Background: an optimization exercise with open tools, aiming at small area. Do not read the settings as production practice.
Function was checked by simulation only, so behaviour that the tests miss may differ from the original.
Power is estimated from default activity; no workload was simulated.

## flow/config.mk

```make
export PLATFORM = sky130hd
export DESIGN_NAME = algo_top
export DESIGN_NICKNAME = algo_top
export VERILOG_FILES = /design/flow/design.v
export SDC_FILE = /design/flow/constraint.sdc
export NUM_CORES = 4
export LEC_CHECK = 0
export CAP_MARGIN = 20
export CORE_MARGIN = 2
export CORE_UTILIZATION = 70
export CTS_BUF_LIST = sky130_fd_sc_hd__clkbuf_8
export CTS_CLUSTER_DIAMETER = 60
export CTS_CLUSTER_SIZE = 20
export SLEW_MARGIN = 20
```

## flow/constraint.sdc

```tcl
create_clock -name core_clock -period 10.0 [get_ports {sclk}]
set_input_delay 2.0000 -clock core_clock [delete_from_list [all_inputs] [get_ports {sclk}]]
set_output_delay 2.0000 -clock core_clock [all_outputs]
set_load 0.01 [all_outputs]
```

## flow/design.v

```verilog
`timescale      1ns/1ns
module buf0 #(
	parameter W     = 2,
	parameter DEPTH = 640
) (
	input		CLK,
	input		en,
	input		en_n,
	input	[W-1:0]	D,
	output	[W-1:0]	Q0,
	output	[W-1:0]	Q1
);
reg	[W*DEPTH-1:0]	sr;
wire	[W*DEPTH-1:0]	prev = {sr[W*DEPTH-W-1:0], D};
always @(posedge CLK) begin
	sr <= ~((prev | {W*DEPTH{en_n}}) & (sr | {W*DEPTH{en}}));
end
assign Q0 = sr[W*DEPTH-1 -: W];
assign Q1 = sr[W*DEPTH-W-1 -: W];
endmodule
`timescale      1ns/1ns
module line_buffer (
	input	clock,
	input	clken,
	input	clken_n,
	input	p,
	input	shiftin,
	output	vor,
	output	vor_next
);
wire	[1:0]	q0, q1;
wire	[1:0]	head = q0 ^ {p, p};
reg	[1:0]	aged;
wire	[1:0]	nxt = shiftin ? 2'b01 : aged;
always @(*) begin
	case (head)
	2'b01:   aged = 2'b10;
	2'b10:   aged = 2'b11;
	default: aged = 2'b00;
	endcase
end
buf0 #(.W(2), .DEPTH(640)) ring (
	.CLK	(clock		),
	.en	(clken		),
	.en_n	(clken_n	),
	.D	(nxt ^ {p, p}	),
	.Q0	(q0		),
	.Q1	(q1		)
);
assign vor      = |(q0 ^ {p, p});
assign vor_next = |(q1 ^ {p, p});
endmodule
`timescale      1ns/1ns
module RGB2Ycbcr (
	input	[15:0]	pix,
	output		mask
);
  wire new_n18, new_n19, new_n20, new_n21, new_n22, new_n23, new_n24,
    new_n25, new_n26, new_n27, new_n28, new_n29, new_n30, new_n31, new_n32,
    new_n33, new_n34, new_n35, new_n36, new_n37, new_n38, new_n39, new_n40,
    new_n41, new_n42, new_n43, new_n44, new_n45, new_n46, new_n47, new_n48,
    new_n49, new_n50, new_n51, new_n52, new_n53, new_n54, new_n55, new_n56,
    new_n57, new_n58, new_n59, new_n60, new_n61, new_n62, new_n63, new_n64,
    new_n65, new_n66, new_n67, new_n68, new_n69, new_n70, new_n71, new_n72,
    new_n73, new_n74, new_n75, new_n76, new_n77, new_n78, new_n79, new_n80,
    new_n81, new_n82, new_n83, new_n84, new_n85, new_n86, new_n87, new_n88,
    new_n89, new_n90, new_n91, new_n92, new_n93, new_n94, new_n95, new_n96,
    new_n97, new_n98, new_n99, new_n100, new_n101, new_n102, new_n103,
    new_n104, new_n105, new_n106, new_n107, new_n108, new_n109, new_n110,
    new_n111, new_n112, new_n113, new_n114, new_n115, new_n116, new_n117,
    new_n118, new_n119, new_n120, new_n121, new_n122, new_n123, new_n124,
    new_n125, new_n126, new_n127, new_n128, new_n129, new_n130, new_n131,
    new_n132, new_n133, new_n134, new_n135, new_n136, new_n137, new_n138,
    new_n139, new_n140, new_n141, new_n142, new_n143, new_n144, new_n145,
    new_n146, new_n147, new_n148, new_n149, new_n150, new_n151, new_n152,
    new_n153, new_n154, new_n155, new_n156, new_n157, new_n158, new_n159,
    new_n160, new_n161, new_n162, new_n163, new_n164, new_n165, new_n166,
    new_n167, new_n168, new_n169, new_n170, new_n171, new_n172, new_n173,
    new_n174, new_n175, new_n176, new_n177, new_n178, new_n179, new_n180,
    new_n181, new_n182, new_n183, new_n184, new_n185, new_n186, new_n187,
    new_n188, new_n189, new_n190, new_n191, new_n192, new_n193, new_n194,
    new_n195, new_n196, new_n197, new_n198, new_n199, new_n200, new_n201,
    new_n202, new_n203, new_n204, new_n205, new_n206, new_n207, new_n208,
    new_n209, new_n210, new_n211, new_n212, new_n213, new_n214, new_n215,
    new_n216, new_n217, new_n218, new_n219, new_n220, new_n221, new_n222,
    new_n223, new_n224, new_n225, new_n226, new_n227;
  assign new_n18 = ~pix[3] & ~pix[13];
  assign new_n19 = pix[3] & pix[13];
  assign new_n20 = ~new_n18 & ~new_n19;
  assign new_n21 = ~pix[11] & pix[12];
  assign new_n22 = ~pix[1] & ~pix[12];
  assign new_n23 = pix[1] & pix[12];
  assign new_n24 = ~new_n22 & ~new_n23;
  assign new_n25 = pix[11] & new_n24;
  assign new_n26 = ~new_n21 & ~new_n25;
  assign new_n27 = ~pix[2] & ~pix[6];
  assign new_n28 = pix[11] & new_n22;
  assign new_n29 = ~new_n27 & ~new_n28;
  assign new_n30 = new_n26 & new_n29;
  assign new_n31 = pix[2] & pix[6];
  assign new_n32 = ~new_n21 & new_n31;
  assign new_n33 = ~new_n22 & new_n32;
  assign new_n34 = pix[12] & ~new_n31;
  assign new_n35 = ~pix[11] & new_n34;
  assign new_n36 = new_n27 & new_n28;
  assign new_n37 = ~new_n35 & ~new_n36;
  assign new_n38 = ~new_n33 & new_n37;
  assign new_n39 = ~new_n30 & new_n38;
  assign new_n40 = new_n20 & new_n39;
  assign new_n41 = ~new_n20 & ~new_n39;
  assign new_n42 = ~new_n40 & ~new_n41;
  assign new_n43 = ~pix[7] & ~pix[9];
  assign new_n44 = pix[7] & pix[9];
  assign new_n45 = ~new_n43 & ~new_n44;
  assign new_n46 = ~new_n42 & new_n45;
  assign new_n47 = new_n42 & ~new_n45;
  assign new_n48 = ~new_n46 & ~new_n47;
  assign new_n49 = ~new_n27 & ~new_n31;
  assign new_n50 = ~new_n26 & new_n49;
  assign new_n51 = new_n26 & ~new_n49;
  assign new_n52 = ~new_n50 & ~new_n51;
  assign new_n53 = ~pix[8] & new_n52;
  assign new_n54 = ~new_n48 & ~new_n53;
  assign new_n55 = ~pix[0] & ~pix[6];
  assign new_n56 = pix[1] & ~pix[11];
  assign new_n57 = ~pix[1] & pix[11];
  assign new_n58 = ~new_n56 & ~new_n57;
  assign new_n59 = ~new_n55 & ~new_n58;
  assign new_n60 = pix[7] & new_n59;
  assign new_n61 = ~pix[5] & ~new_n60;
  assign new_n62 = pix[0] & pix[6];
  assign new_n63 = ~pix[7] & ~new_n62;
  assign new_n64 = new_n58 & new_n63;
  assign new_n65 = ~new_n61 & ~new_n64;
  assign new_n66 = ~new_n54 & ~new_n65;
  assign new_n67 = ~pix[5] & ~pix[7];
  assign new_n68 = new_n55 & new_n58;
  assign new_n69 = new_n67 & new_n68;
  assign new_n70 = ~new_n48 & ~new_n69;
  assign new_n71 = pix[8] & ~new_n52;
  assign new_n72 = ~new_n62 & ~new_n71;
  assign new_n73 = pix[5] & new_n60;
  assign new_n74 = ~new_n71 & ~new_n73;
  assign new_n75 = ~new_n53 & ~new_n74;
  assign new_n76 = ~new_n72 & new_n75;
  assign new_n77 = ~new_n70 & ~new_n76;
  assign new_n78 = ~new_n66 & ~new_n77;
  assign new_n79 = pix[4] & ~pix[8];
  assign new_n80 = pix[12] & pix[13];
  assign new_n81 = ~pix[12] & ~pix[13];
  assign new_n82 = ~new_n80 & ~new_n81;
  assign new_n83 = ~new_n20 & new_n82;
  assign new_n84 = pix[14] & ~new_n83;
  assign new_n85 = ~pix[14] & new_n83;
  assign new_n86 = ~new_n84 & ~new_n85;
  assign new_n87 = ~new_n79 & new_n86;
  assign new_n88 = new_n79 & ~new_n86;
  assign new_n89 = ~new_n87 & ~new_n88;
  assign new_n90 = ~pix[10] & new_n89;
  assign new_n91 = ~new_n21 & ~new_n40;
  assign new_n92 = ~new_n34 & ~new_n91;
  assign new_n93 = ~pix[12] & new_n27;
  assign new_n94 = pix[12] & new_n20;
  assign new_n95 = ~new_n93 & ~new_n94;
  assign new_n96 = ~new_n39 & new_n95;
  assign new_n97 = ~new_n92 & ~new_n96;
  assign new_n98 = ~new_n43 & ~new_n46;
  assign new_n99 = ~new_n97 & new_n98;
  assign new_n100 = new_n90 & ~new_n99;
  assign new_n101 = new_n97 & ~new_n98;
  assign new_n102 = ~pix[14] & ~pix[15];
  assign new_n103 = ~new_n80 & ~new_n102;
  assign new_n104 = pix[8] & ~new_n86;
  assign new_n105 = ~pix[13] & ~pix[14];
  assign new_n106 = pix[4] & new_n105;
  assign new_n107 = ~new_n83 & new_n106;
  assign new_n108 = ~new_n104 & ~new_n107;
  assign new_n109 = pix[9] & ~new_n108;
  assign new_n110 = ~pix[9] & new_n108;
  assign new_n111 = ~new_n109 & ~new_n110;
  assign new_n112 = new_n103 & new_n111;
  assign new_n113 = ~new_n103 & ~new_n111;
  assign new_n114 = ~new_n112 & ~new_n113;
  assign new_n115 = ~new_n101 & ~new_n114;
  assign new_n116 = pix[10] & ~new_n89;
  assign new_n117 = ~new_n115 & ~new_n116;
  assign new_n118 = ~new_n100 & ~new_n117;
  assign new_n119 = ~new_n59 & new_n67;
  assign new_n120 = ~new_n65 & new_n68;
  assign new_n121 = ~new_n119 & ~new_n120;
  assign new_n122 = ~new_n74 & new_n121;
  assign new_n123 = new_n54 & new_n122;
  assign new_n124 = ~new_n118 & ~new_n123;
  assign new_n125 = ~new_n78 & new_n124;
  assign new_n126 = ~new_n99 & new_n114;
  assign new_n127 = new_n90 & ~new_n115;
  assign new_n128 = ~new_n126 & ~new_n127;
  assign new_n129 = ~new_n125 & new_n128;
  assign new_n130 = ~pix[14] & ~new_n108;
  assign new_n131 = ~pix[15] & new_n130;
  assign new_n132 = ~pix[10] & new_n108;
  assign new_n133 = ~new_n80 & ~new_n132;
  assign new_n134 = pix[14] & ~new_n133;
  assign new_n135 = ~pix[9] & ~pix[10];
  assign new_n136 = ~new_n130 & ~new_n135;
  assign new_n137 = ~new_n134 & new_n136;
  assign new_n138 = ~new_n131 & ~new_n137;
  assign new_n139 = ~new_n129 & new_n138;
  assign new_n140 = ~pix[15] & ~new_n128;
  assign new_n141 = new_n53 & ~new_n82;
  assign new_n142 = ~new_n121 & new_n141;
  assign new_n143 = new_n48 & new_n142;
  assign new_n144 = ~new_n138 & ~new_n143;
  assign new_n145 = ~new_n124 & new_n144;
  assign new_n146 = ~new_n140 & new_n145;
  assign new_n147 = ~pix[0] & ~new_n22;
  assign new_n148 = ~pix[13] & ~new_n147;
  assign new_n149 = ~pix[1] & ~new_n148;
  assign new_n150 = ~pix[2] & pix[14];
  assign new_n151 = ~new_n23 & ~new_n147;
  assign new_n152 = ~pix[2] & ~pix[13];
  assign new_n153 = new_n151 & new_n152;
  assign new_n154 = ~pix[3] & ~pix[14];
  assign new_n155 = pix[3] & pix[14];
  assign new_n156 = ~new_n154 & ~new_n155;
  assign new_n157 = pix[2] & pix[13];
  assign new_n158 = ~new_n151 & new_n157;
  assign new_n159 = ~new_n156 & ~new_n158;
  assign new_n160 = ~new_n153 & new_n159;
  assign new_n161 = ~pix[1] & ~new_n160;
  assign new_n162 = pix[1] & new_n160;
  assign new_n163 = ~new_n152 & ~new_n157;
  assign new_n164 = new_n156 & ~new_n163;
  assign new_n165 = ~new_n162 & ~new_n164;
  assign new_n166 = ~new_n161 & new_n165;
  assign new_n167 = pix[3] & new_n166;
  assign new_n168 = ~new_n150 & ~new_n167;
  assign new_n169 = ~new_n149 & ~new_n168;
  assign new_n170 = pix[2] & ~pix[14];
  assign new_n171 = ~new_n150 & ~new_n170;
  assign new_n172 = new_n149 & new_n171;
  assign new_n173 = ~pix[15] & ~new_n172;
  assign new_n174 = ~new_n169 & new_n173;
  assign new_n175 = pix[9] & ~new_n174;
  assign new_n176 = pix[4] & ~pix[10];
  assign new_n177 = ~pix[3] & ~new_n162;
  assign new_n178 = new_n170 & ~new_n177;
  assign new_n179 = new_n149 & new_n150;
  assign new_n180 = pix[3] & pix[4];
  assign new_n181 = ~pix[15] & new_n180;
  assign new_n182 = ~new_n179 & new_n181;
  assign new_n183 = ~new_n178 & ~new_n182;
  assign new_n184 = new_n176 & ~new_n183;
  assign new_n185 = ~pix[3] & pix[9];
  assign new_n186 = new_n184 & ~new_n185;
  assign new_n187 = ~new_n151 & new_n163;
  assign new_n188 = new_n151 & ~new_n163;
  assign new_n189 = ~new_n187 & ~new_n188;
  assign new_n190 = ~pix[5] & ~pix[11];
  assign new_n191 = ~pix[0] & new_n190;
  assign new_n192 = pix[6] & ~new_n191;
  assign new_n193 = pix[5] & pix[11];
  assign new_n194 = pix[0] & new_n193;
  assign new_n195 = ~new_n192 & ~new_n194;
  assign new_n196 = new_n24 & ~new_n195;
  assign new_n197 = pix[6] & new_n193;
  assign new_n198 = ~pix[6] & new_n190;
  assign new_n199 = ~pix[0] & ~new_n24;
  assign new_n200 = ~new_n198 & new_n199;
  assign new_n201 = ~new_n197 & ~new_n200;
  assign new_n202 = ~new_n196 & new_n201;
  assign new_n203 = new_n189 & new_n202;
  assign new_n204 = pix[7] & ~new_n203;
  assign new_n205 = ~new_n189 & ~new_n202;
  assign new_n206 = ~new_n204 & ~new_n205;
  assign new_n207 = ~pix[8] & new_n166;
  assign new_n208 = new_n206 & new_n207;
  assign new_n209 = ~new_n186 & ~new_n208;
  assign new_n210 = ~new_n175 & ~new_n209;
  assign new_n211 = pix[4] & ~pix[9];
  assign new_n212 = new_n174 & new_n211;
  assign new_n213 = ~new_n184 & ~new_n212;
  assign new_n214 = pix[8] & ~new_n166;
  assign new_n215 = ~new_n206 & new_n214;
  assign new_n216 = ~new_n213 & ~new_n215;
  assign new_n217 = ~new_n210 & ~new_n216;
  assign new_n218 = ~new_n131 & ~new_n183;
  assign new_n219 = ~new_n176 & ~new_n218;
  assign new_n220 = pix[13] & pix[14];
  assign new_n221 = ~pix[15] & ~new_n220;
  assign new_n222 = ~new_n105 & ~new_n220;
  assign new_n223 = ~new_n135 & ~new_n222;
  assign new_n224 = ~new_n221 & ~new_n223;
  assign new_n225 = ~new_n219 & ~new_n224;
  assign new_n226 = ~new_n217 & new_n225;
  assign new_n227 = ~new_n146 & new_n226;
  assign mask = ~new_n139 & new_n227;
endmodule
`timescale      1ns/1ns
module Cor_alg (
	input		sclk,
	input		p,
	input		en1,
	input		en1_n,
	input		en3,
	input		x1,
	output	reg	flag
);
wire	vh, vn;
wire	v = en1 ? vn : vh;
reg	v1, v2, v3;
line_buffer cor_buffer_inst (
	.clock		(sclk	),
	.clken		(en1	),
	.clken_n	(en1_n	),
	.p		(p	),
	.shiftin	(x1	),
	.vor		(vh	),
	.vor_next	(vn	)
);
always @(posedge sclk) begin
	v1 <= v;
	v2 <= v1;
	v3 <= v2;
end
always @(posedge sclk) begin
	flag <= en3 & (v1 | v2 | v3);
end
endmodule
`timescale      1ns/1ns
module Exp_alg (
	input		sclk,
	input		p,
	input		en0,
	input		en0_n,
	input		en3,
	input		x,
	output	reg	flag
);
wire	z;
reg	z1, z2, z3;
line_buffer exp_buffer_inst (
	.clock		(sclk	),
	.clken		(en0	),
	.clken_n	(en0_n	),
	.p		(p	),
	.shiftin	(~x	),
	.vor		(z	),
	.vor_next	(	)
);
always @(posedge sclk) begin
	z1 <= z;
	z2 <= z1;
	z3 <= z2;
end
always @(posedge sclk) begin
	flag <= ~(en3 & (z1 | z2 | z3));
end
endmodule
`timescale      1ns/1ns
module Boundary_extraction (
	input			sclk,
	input			vsync_i,
	input			vsync_i_nx,
	input			data_en_i,
	input			data_en_i_r1,
	input			bound_data_i,
	output	wire	[15:0]	valid_num,
	output	wire	[31:0]	x_coor,
	output	wire	[31:0]	y_coor,
	output	wire		coor_valid_flag
);
reg			data_en_i_pos;
reg	[15:0]		valid_num_cnt;
reg			valid_flag;
reg	[26:0]		x_coor_all;
reg	[26:0]		y_coor_all;
reg	[8:0]		row_cnt;
reg	[9:0]		col_cnt;
wire	hit = data_en_i & bound_data_i;
wire	clr = vsync_i & ~vsync_i_nx;
always @(posedge sclk) begin
	data_en_i_pos <= ~data_en_i_r1 & data_en_i;
end
always @(posedge sclk) begin
	row_cnt       <= (row_cnt + data_en_i_pos) & {9{~clr}};
	col_cnt       <= (col_cnt + 1'b1) & {10{data_en_i}};
	valid_num_cnt <= (valid_num_cnt + hit) & {16{~clr}};
	valid_flag    <= (valid_flag | (valid_num_cnt >= 16'd1500)) & ~clr;
	x_coor_all    <= (x_coor_all + (col_cnt & {10{hit}})) & {27{~clr}};
	y_coor_all    <= (y_coor_all + (row_cnt & {9{hit}})) & {27{~clr}};
end
assign x_coor    = {5'd0, x_coor_all};
assign y_coor    = {5'd0, y_coor_all};
assign valid_num = valid_num_cnt;
assign coor_valid_flag = valid_flag;
endmodule
`timescale      1ns/1ns
module  algo_top(
        input                   sclk                    ,
        input                   s_rst_n                 ,
        input                   vsync_i                 ,
        input                   hsync_i                 ,
        input   [15 : 0]        data_i                  ,
        input   [1 : 0]         sel                     ,
        input                   data_en                 ,
        output  reg             vsync_o                 ,
        output  reg             hsync_o                 ,
        output  wire [15 : 0]   rgb565                  ,
        output  wire    [15 : 0]   valid_num            ,
        output  wire    [31 : 0]   x_coor               ,
        output  wire    [31 : 0]   y_coor               ,
        output  wire            coor_valid_flag
);
reg     [1:0]   state;
reg     [15:0]  out_r;           
assign  rgb565 = out_r;
reg     [15:0]  pix_r;           
reg             mask_r;          
reg             mask_r2;         
reg             ed1_n;           
reg             ed4_n;           
reg             pol;             
reg     [10:1]  vd;              
reg     [10:1]  hd;              
reg     [7:1]   ed;              
wire            mask;
wire            cor_flag;
wire            exp_flag;
always @(posedge sclk) begin
        state <= sel;
end
always @(posedge sclk) begin
        pix_r  <= data_i;
        mask_r <= mask;
        mask_r2 <= mask_r;
        ed1_n  <= ~data_en;
        ed4_n  <= ~ed[3];
        vd     <= {vd[9:1], vsync_i};
        hd     <= {hd[9:1], hsync_i};
        ed     <= {ed[6:1], data_en};
end
always @(posedge sclk or negedge s_rst_n) begin
        if (s_rst_n == 1'b0)
                pol <= 1'b0;
        else
                pol <= ~pol;
end
RGB2Ycbcr RGB2Ycbcr_inst (
        .pix    (pix_r  ),
        .mask   (mask   )
);
Cor_alg Cor_alg_inst (
        .sclk   (sclk           ),
        .p      (pol            ),
        .en1    (ed[1]          ),
        .en1_n  (ed1_n          ),
        .en3    (ed[3]          ),
        .x1     (mask_r2        ),
        .flag   (cor_flag       )
);
Exp_alg Exp_alg_inst (
        .sclk   (sclk           ),
        .p      (pol            ),
        .en0    (ed[4]          ),
        .en0_n  (ed4_n          ),
        .en3    (ed[7]          ),
        .x      (cor_flag       ),
        .flag   (exp_flag       )
);
Boundary_extraction Boundary_extraction_inst (
        .sclk           (sclk           ),
        .vsync_i        (vd[6]          ),
        .vsync_i_nx     (vd[5]          ),
        .data_en_i      (ed[4]          ),
        .data_en_i_r1   (ed[5]          ),
        .bound_data_i   (cor_flag       ),
        .valid_num      (valid_num      ),
        .x_coor         (x_coor         ),
        .y_coor         (y_coor         ),
        .coor_valid_flag(coor_valid_flag)
);
wire    bit_sel = (state == 2'b01) ? mask_r :
                  (state == 2'b10) ? cor_flag : exp_flag;
always @(posedge sclk) begin
        case (state)
        2'b00: begin out_r <= pix_r;         vsync_o <= vsync_i; hsync_o <= hsync_i; end
        2'b01: begin out_r <= {16{bit_sel}}; vsync_o <= vd[2];   hsync_o <= hd[2];   end
        2'b10: begin out_r <= {16{bit_sel}}; vsync_o <= vd[6];   hsync_o <= hd[6];   end
        default: begin out_r <= {16{bit_sel}}; vsync_o <= vd[10]; hsync_o <= hd[10]; end
        endcase
end
endmodule
```

## flow/flow/run.sh

```bash
#!/bin/bash
# Own flow: the standard layout (standard.sh, unchanged synthesis,
# floorplan, power grid, placement and routing) with two settings passed
# to ORFS through its own variables:
#  - port buffers made of the smallest buffer cell (every input and
#    output port still gets its own buffer).
# Each tool's full output is in the ORFS logs under orfs/logs/; make's own
# output goes to standard.log in this folder.
set -euo pipefail
export CTS_ARGS="-sink_clustering_enable -repair_clock_nets -dont_use_dummy_load -sink_clustering_size 18 -sink_clustering_max_diameter 60 -buf_list sky130_fd_sc_hd__clkbuf_8"
export BUFFER_PORTS_ARGS="-buffer_cell sky130_fd_sc_hd__buf_1"
bash standard.sh > standard.log 2>&1
```

## flow/standard.sh

```bash
#!/bin/bash
# synth_recipe.tcl (not shown) runs the flow's synth.tcl, then flattens the netlist and writes it again
# the make line also repeats each setting of config.mk as NAME=value (left out here)
make -C /OpenROAD-flow-scripts/flow DESIGN_CONFIG=/design/flow/config.mk WORK_HOME=/design/flow/orfs CLKGATE_MAP_FILE= SYNTH_SCRIPT=/design/flow/synth_recipe.tcl "${@:-finish}"
```

==> notes.md <==
* Final Core Density at about three quarters
* Post-detailed-route DRC marker count at 0
* Deepest clock path buffer count at 3
* Clock Pin Slew Worst Setup and Hold Paths at 110 ps
* Pin count of the biggest net entering global routing at 287
* Depth of the most critical reg-to-reg path at 10
* Area Growth Syn to Fin at 3.49%
* Die Y at 335 um
* Layer with the highest usage: met2
* Filler cells at 7693
* Async set-or-reset flop fraction in the synthesized netlist at 0.0367%
* Classification of the worst setup path: reg2reg
* Endpoint with the worst hold slack: vd[2]
* Synthesized instance count at 6463
* Register-to-register setup slack at about 6500 ps
* Detail-routed via count per cell at 6.08
* Core Region at 109000 um^2
* Start of the worst register-to-register path: Cor_alg_inst.flag
* Switching part of the total power at 23.2%
* Internal power of the cells at roughly 0.015 W
* Number of cells upsized or downsized after cts at 0
* Sequential share of power at 69.3%
* Width of the die at 335 um
* Required time at the worst-slack endpoint at 10710 ps
* Met1 global-route usage at 27.1%
* Total routing resource utilization after global routing at ~19%
* Clock skew after layout at between 40 and 50 ps
* Post-cts hold buffer count at 0
* Initial core utilization at between 70% and 80%
* Final ANT Viol Nets at 0
* Unrepaired setup endpoints after global routing: no
* Logic gate share of total power at 7.6%
* Final critical-path share of the clock period at 35.1%
* Number of DRC markers in iteration 0 at around 2500
* Via count of the first global-routing pass at 42900
* Routed len/inst at around 15 um
* Number of max-slew violations in the final report at 0
* Setup repair bufs after CTS at 0
* Achievable frequency at 0.285 GHz
* WP data arrival at about 4200 ps
* Top library cells by usage in the layout, fill and taps aside: sky130_fd_sc_hd__dfxtp_1 (2722), sky130_fd_sc_hd__o22ai_1 (2561), sky130_fd_sc_hd__clkbuf_8 (171), sky130_fd_sc_hd__buf_1 (111), sky130_fd_sc_hd__nor2_1 (77)
* Proportion of layout cells with a drive suffix above 1 at 3.64%
* Final setup violation count at 0
* Setup Slack @ Placement at 6450 ps
* Peak supply drop at about 0.17 mV
* Std-Cell Rows at 121
* Proportion of power drawn by the clock network at 23.2%
* Min-Delay Path Class: reg2reg
* Iteration count of the initial detailed-routing pass at 5
* Antenna violations before repair at 1
* Pleak at just under 30 nW
* CTS H-Tree Depth at 4
* Run status: no timing/DRC/antenna violations
* Final HPWL from detailed placement at 60.3 mm
* Transition time at the pin with the least slew margin at around 1200 ps
* IO Port Bufs at 111
* Number of warnings printed during yosys synthesis at 6
* Kind of end point of the critical path: register
* Hold wc startpoint: vd[1]
* Count of boundary I/O pins at 122
* Number of standard cells in the final layout excluding fillers at 7594
* Reported net switching power at 0.00449 W
* Met2 track demand over resource in global routing at 31.4%
* Wire length of the first global-routing pass at slightly below 200 mm
* Total grt overflow at 0
* Portion of the post-synthesis area used by sequential elements at 71.2%
* End of the worst register-to-register path: Boundary_extraction_inst.x_coor_all[23]
* Placer's final routability congestion estimate at 0.799
* Number of nets in the final layout at 6246
* Post-synthesis cell type count at 64
* Maximum Capacitance Violations at 0
* Detailed-route via count at approximately 46000
* Netlist area before placement at 76700 um^2
* Crit Path Max Fanout at 23
* Total wire length at ~110 mm
* Min cycle time layout at between 3000 and 4000 ps
* Instance count after placement with tap cells included at 7420
* Clock latency of the later-clocked register in the worst-skew pair at 870 ps
* Num CTS Buffers at around 170
* Total count of hold-check failures in the final report at 0
* Startpoint kind of the worst setup timing path: register
* Min setup slack post-route at 6490 ps
* GR Util met3 at under 10%
* Setup TNS after final layout at 0 ps
* Primary FF master, synth: sky130_fd_sc_hd__dfxtp_1
* Cell depth of the worst min-delay path at 0
* Leading cell type in the layout, fill and taps excluded: sky130_fd_sc_hd__dfxtp_1
* Die area at around 110000 um^2
* Mean area per synthesized cell at 11.9 um^2
* Clock sink total at approximately 2700
* Cell Pwr Density at ~240 nW/um^2
* Cell at the root of the clock tree: sky130_fd_sc_hd__clkbuf_8
* TritonCTS clock tree: built
* Relative slew slack at between 10% and 20%
* Flip-flop and latch count after synthesis at 2727
* Number of flops mapped to enable cells by yosys at 0
-- through the flow --
step / power [W] / hold slack (ps) / area (um^2)
CTS: 0.0195 / 333 / 79300
global route: 0.0203 / 336 / 79400
floorplan: 0.0147 / 310 / 76700
global placement: 0.0150 / 312 / 77000
finish: 0.0193 / 332 / 79400
detailed placement: 0.0151 / 314 / 77000
-- worst max-delay path by stage --
stage	to	slack, ps	from
floorplan	Boundary_extraction_inst.y_coor_all[9]	6780	ed[4]
global placement	Boundary_extraction_inst.x_coor_all[26]	6540	Cor_alg_inst.flag
detailed placement	Boundary_extraction_inst.x_coor_all[23]	6450	Cor_alg_inst.flag
CTS	y_coor[9]	6420	Boundary_extraction_inst.y_coor_all[9]
global route	Boundary_extraction_inst.x_coor_all[23]	6120	Cor_alg_inst.flag
finish	Boundary_extraction_inst.x_coor_all[23]	6490	Cor_alg_inst.flag
-- kinds of logic after synthesis --
logic type      after synthesis  share of synthesized area [%]
compound gates             2700                           22.0
xor+xnor                     71                          0.848
fa+ha+maj                    48                          0.798
buf+inv                     639                           3.20
flops                      2727                           71.2
mux                           6                          0.113
other cells                   1                        0.00489
simple gates                271                           1.81
-- cells in the mapped netlist (all sizes together) (2+ instances only) --
cell type / number / share of area [%]
nor3b: 4 / 0.039
nor2b: 21 / 0.17
nor2: 78 / 0.39
o21bai: 7 / 0.069
and2: 11 / 0.090
fa: 3 / 0.078
a22oi: 2 / 0.020
buf: 49 / 0.32
o21ai: 36 / 0.25
a31oi: 5 / 0.041
mux4: 2 / 0.059
and4: 2 / 0.023
dfxtp: 2726 / 71
mux2i: 3 / 0.039
a21o: 23 / 0.23
ha: 40 / 0.65
nand4: 6 / 0.049
inv: 32 / 0.16
xnor2: 39 / 0.46
or2: 3 / 0.024
or3: 26 / 0.22
and3: 30 / 0.24
nand2: 31 / 0.15
a21oi: 49 / 0.33
nand2b: 3 / 0.024
xor2: 31 / 0.35
a221oi: 3 / 0.034
a2111o: 2 / 0.029
o22ai: 2561 / 21
maj3: 5 / 0.067
nand3: 34 / 0.22
nor4: 6 / 0.049
clkbuf: 558 / 2.7
nor3: 14 / 0.091
-- sequential cells by signal, summed over array words and instances, names as in the netlist, 16 cells and up --
name	cells
Cor_alg_inst.cor_buffer_inst.ring.sr	1280
Exp_alg_inst.exp_buffer_inst.ring.sr	1280
Boundary_extraction_inst.x_coor_all	27
Boundary_extraction_inst.y_coor_all	27
Boundary_extraction_inst.valid_num_cnt	16
out_r	16
pix_r	16
-- power groups by stage --
stage	Sequential [W]	Combinational, W	Clock [W]
final	0.0134	0.00146	0.00448
after global routing	0.0136	0.00165	0.00504
after CTS	0.0134	0.00147	0.00467
after detailed placement	0.0136	0.00147	0
after global placement	0.0136	0.00137	0
after floorplan	0.0134	0.00128	0
-- critical path: stages, from the launching register on --
cell and delay [ps]:
sky130_fd_sc_hd__dfxtp_1 720, sky130_fd_sc_hd__and3_1 280, sky130_fd_sc_hd__ha_1 240, sky130_fd_sc_hd__a21o_1 180, sky130_fd_sc_hd__a21oi_1 220, sky130_fd_sc_hd__o21bai_1 110
sky130_fd_sc_hd__a2111o_1 450, sky130_fd_sc_hd__a31oi_1 770, sky130_fd_sc_hd__nor3_1 170, sky130_fd_sc_hd__xnor2_1 190, sky130_fd_sc_hd__nor2_1 50
-- routing by layer --
| metal | vias up | share of wire [%] |
|---|---|---|
| li1 | 24100 | - |
| met1 | 21700 | 52 |
| met2 | 279 | 44 |
| met3 | 172 | 2.3 |
| met4 | 0 | 1.8 |
| met5 | - | 0 |
-- cell type report --
type | count | area (um^2) | share of cell area (%)
Sequential cell | 2727 | 54600 | 68.8
Multi-Input combinational cell | 3106 | 19700 | 24.8
Clock buffer | 171 | 2350 | 2.97
Tap cell | 1414 | 1770 | 2.23
Timing Repair Buffer | 142 | 827 | 1.04
Inverter | 32 | 120 | 0.151
Antenna cell | 2 | 5.00 | 0.00631

==> separate check: timing with driven ports <==
In the flow no input, the clock included, has a driving cell. The finished layout below was timed again as built, in two steps.
Step 1, drivers: a clkbuf_16 drives sclk and a buf_2 each remaining input, both assumed.
Step 2 moves the port delays by t, midway between the first and last clock arrival at a register: inputs arrive t later, outputs are due t later. That takes back most of the time a late clock gives input paths.
Slacks: ideal ports / drivers / drivers and shift; pairs: ideal ports / drivers.
t, ns: 0.907
slack for setup (ns): 6.494 / 6.451 / 6.494
worst setup path at the end: register to register
After both steps setup and hold are still met in this run. The setup slack of this run moves by -0.043 ns with the drivers and by 0.000 ns with both steps.
